Source: an optimization exercise on an open RTL-to-GDS flow (aim: small area and a short achievable clock period). Production flows keep margins and buffers that such runs may drop.
The RTL was checked by simulation tests, not by an equivalence proof against the original design.
No activity file was given, so power comes from the tool's default toggle rates.

==> flow/design.v (excerpt) <==
module Project(
      input clock,
      input reset,
      output [7:0]  imem_addr,
      input  [15:0] imem_data,
      output [15:0] dmem_addr,
      output [15:0] dmem_wdata,
      output        dmem_we,
      input  [15:0] dmem_rdata,
      output        wb_en,
      output [2:0]  wb_dest,
      output [15:0] wb_data
  );
  wire stall_n;
  wire zero;
  reg  [7:0]  pc;
  reg  [15:0] ir;         
  reg         id_jmp;     
  reg  [2:0]  id_src2;    
  reg         id_br;      
  wire [3:0]  if_op = imem_data[15:12];
  wire [7:0]  br8 = {{2{ir[5]}}, ir[5:0]};
  wire [7:0]  pc_inc = pc + 8'd1;
  wire [7:0]  pc_next = id_jmp ? br8 : id_br ? pc_inc + br8 : pc_inc;
  always @(posedge clock) begin
    if (reset) begin
      pc <= 8'd0;
      ir[15:3] <= 13'd0;
      id_jmp <= 1'b0;
      id_src2 <= 3'd0;
      id_br <= 1'b0;
    end else if (stall_n) begin
      pc <= pc_next;
      ir[15:3] <= imem_data[15:3];
      id_jmp <= if_op == 4'd14;
      id_src2 <= (if_op == 4'd12) ? imem_data[11:9] : imem_data[5:3];
      id_br <= (if_op == 4'd13) & zero;
    end
  end
  always @(posedge clock)
    if (stall_n) ir[2:0] <= imem_data[2:0];
  wire [3:0] op = ir[15:12];
  wire [2:0] rd = ir[11:9];
  wire [2:0] rs = ir[8:6];
  wire [2:0] src2 = id_src2;
  reg        ex_wb, mem_wb, wb_wb;
  reg [2:0]  ex_rd, mem_rd, wb_rd;
  function hit(input [2:0] r, input e1, input [2:0] d1, input e2, input [2:0] d2, input e3, input [2:0] d3);
    hit = (r != 3'd0) & ((e1 & (r == d1)) | (e2 & (r == d2)) | (e3 & (r == d3)));
  endfunction
  assign stall_n = ~(hit(rs, ex_wb, ex_rd, mem_wb, mem_rd, wb_wb, wb_rd) |
                     hit(src2, ex_wb, ex_rd, mem_wb, mem_rd, wb_wb, wb_rd) |
                     hit(rd, ex_wb, ex_rd, mem_wb, mem_rd, wb_wb, wb_rd));
  reg [127:16] regs;    
  reg [7:1]  valid;
  reg [15:0] wb_val;
  wire [7:1] wen;
  genvar k;
  generate
  ...
==> flow/config.mk <==
export PLATFORM = sky130hd
export DESIGN_NAME = Project
export DESIGN_NICKNAME = Project
export VERILOG_FILES = /design/flow/design.v
export SDC_FILE = /design/flow/constraint.sdc
export NUM_CORES = 4
export LEC_CHECK = 0
export CAP_MARGIN = 20
export CORE_MARGIN = 2
export CORE_UTILIZATION = 55
export CTS_BUF_LIST = sky130_fd_sc_hd__clkbuf_8
export CTS_CLUSTER_DIAMETER = 100
export CTS_CLUSTER_SIZE = 14
export SLEW_MARGIN = 20
export TNS_END_PERCENT = 0
==> flow/constraint.sdc <==
create_clock -name core_clock -period 8.0 [get_ports {clock}]
set_input_delay 1.6000 -clock core_clock [delete_from_list [all_inputs] [get_ports {clock}]]
set_output_delay 1.6000 -clock core_clock [all_outputs]
set_load 0.01 [all_outputs]
standard.sh (not shown) runs the stock make flow with config.mk's settings and CLKGATE_MAP_FILE= SYNTH_SCRIPT=/design/flow/synth_recipe.tcl, a recipe that flattens the netlist after the stock synthesis.
==> flow/flow/run.sh <==
#!/bin/bash
set -euo pipefail
export SETUP_SLACK_MARGIN=5.45
export BUFFER_PORTS_ARGS="-buffer_cell sky130_fd_sc_hd__buf_1"
bash standard.sh > standard.log 2>&1
The baseline went through all stages and came out clean.
Rerun with:
--- a/flow/config.mk
+++ b/flow/config.mk
@@ -8,5 +8,5 @@
 export CAP_MARGIN = 20
 export CORE_MARGIN = 2
-export CORE_UTILIZATION = 55
+export CORE_UTILIZATION = 60
 export CTS_BUF_LIST = sky130_fd_sc_hd__clkbuf_8
 export CTS_CLUSTER_DIAMETER = 100
Power went down by a few percent.
Count of clock-buffer cells in the layout went down by 1.
Setup slack gains 42 ps.
Core utilization went up by 4.9 points.
Rerun with:
==> flow/flow/run.sh (replaced) <==
#!/bin/bash
set -euo pipefail
export SETUP_SLACK_MARGIN=5.35
export BUFFER_PORTS_ARGS="-buffer_cell sky130_fd_sc_hd__buf_1"
bash standard.sh > standard.log 2>&1
- clock skew went up by 14 ps
- total power went up by 2.6%
- wire length went down by 0.46%
- count of clock-buffer cells in the layout went up by 1
- sequential power is about the same
- cell count went up by 0.50%
- via count barely changes
- maximum frequency went up by 1.4%
- synthesized area is unchanged
Rerun with:
==> flow/flow/run.sh (replaced) <==
#!/bin/bash
set -euo pipefail
export SETUP_SLACK_MARGIN=5.45
export BUFFER_PORTS_ARGS="-buffer_cell sky130_fd_sc_hd__buf_1"
bash standard.sh > standard.log 2>&1
--- a/flow/config.mk
+++ b/flow/config.mk
@@ -10,6 +10,5 @@
 export CORE_UTILIZATION = 60
 export CTS_BUF_LIST = sky130_fd_sc_hd__clkbuf_8
-export CTS_CLUSTER_DIAMETER = 100
-export CTS_CLUSTER_SIZE = 14
+export CTS_CLUSTER_SIZE = 20
 export SLEW_MARGIN = 20
 export TNS_END_PERCENT = 0
=> Sequential share of layout area came out lower by 1.2 points; wire length grows by about 1.3%; cell count rose by 2.2%; combinational power decreases by about 3%; cell area grows by about 2.5%.

## re-timing with driven ports
No port has a modelled driver above. Below, the same layouts with a new extraction and two added sets of constraints.
Step 1 assumes that a clkbuf_16 drives the clock port and a buf_2 every other input.
Step 2 moves the port delays by t, midway between the first and last clock arrival at a register: inputs arrive t later, outputs are due t later. That takes back most of the time a late clock gives input paths.
Slacks: ideal ports / drivers / drivers and shift; pairs: ideal ports / drivers.
run	t, ns	slack for setup (ns)	worst data-port slew with drivers (ns)
the first run	0.635	5.191 / 5.142 / 4.930	0.04
the second run	0.635	5.232 / 5.186 / 4.896	0.04
the third run	0.613	5.271 / 5.236 / 5.031	0.03
the fourth run	0.614	5.277 / 5.227 / 4.900	0.03
After both steps every run listed still meets setup and hold. For the fourth run, which loses most, drivers alone change the setup slack by -0.050 ns; drivers and shift together by -0.377 ns.
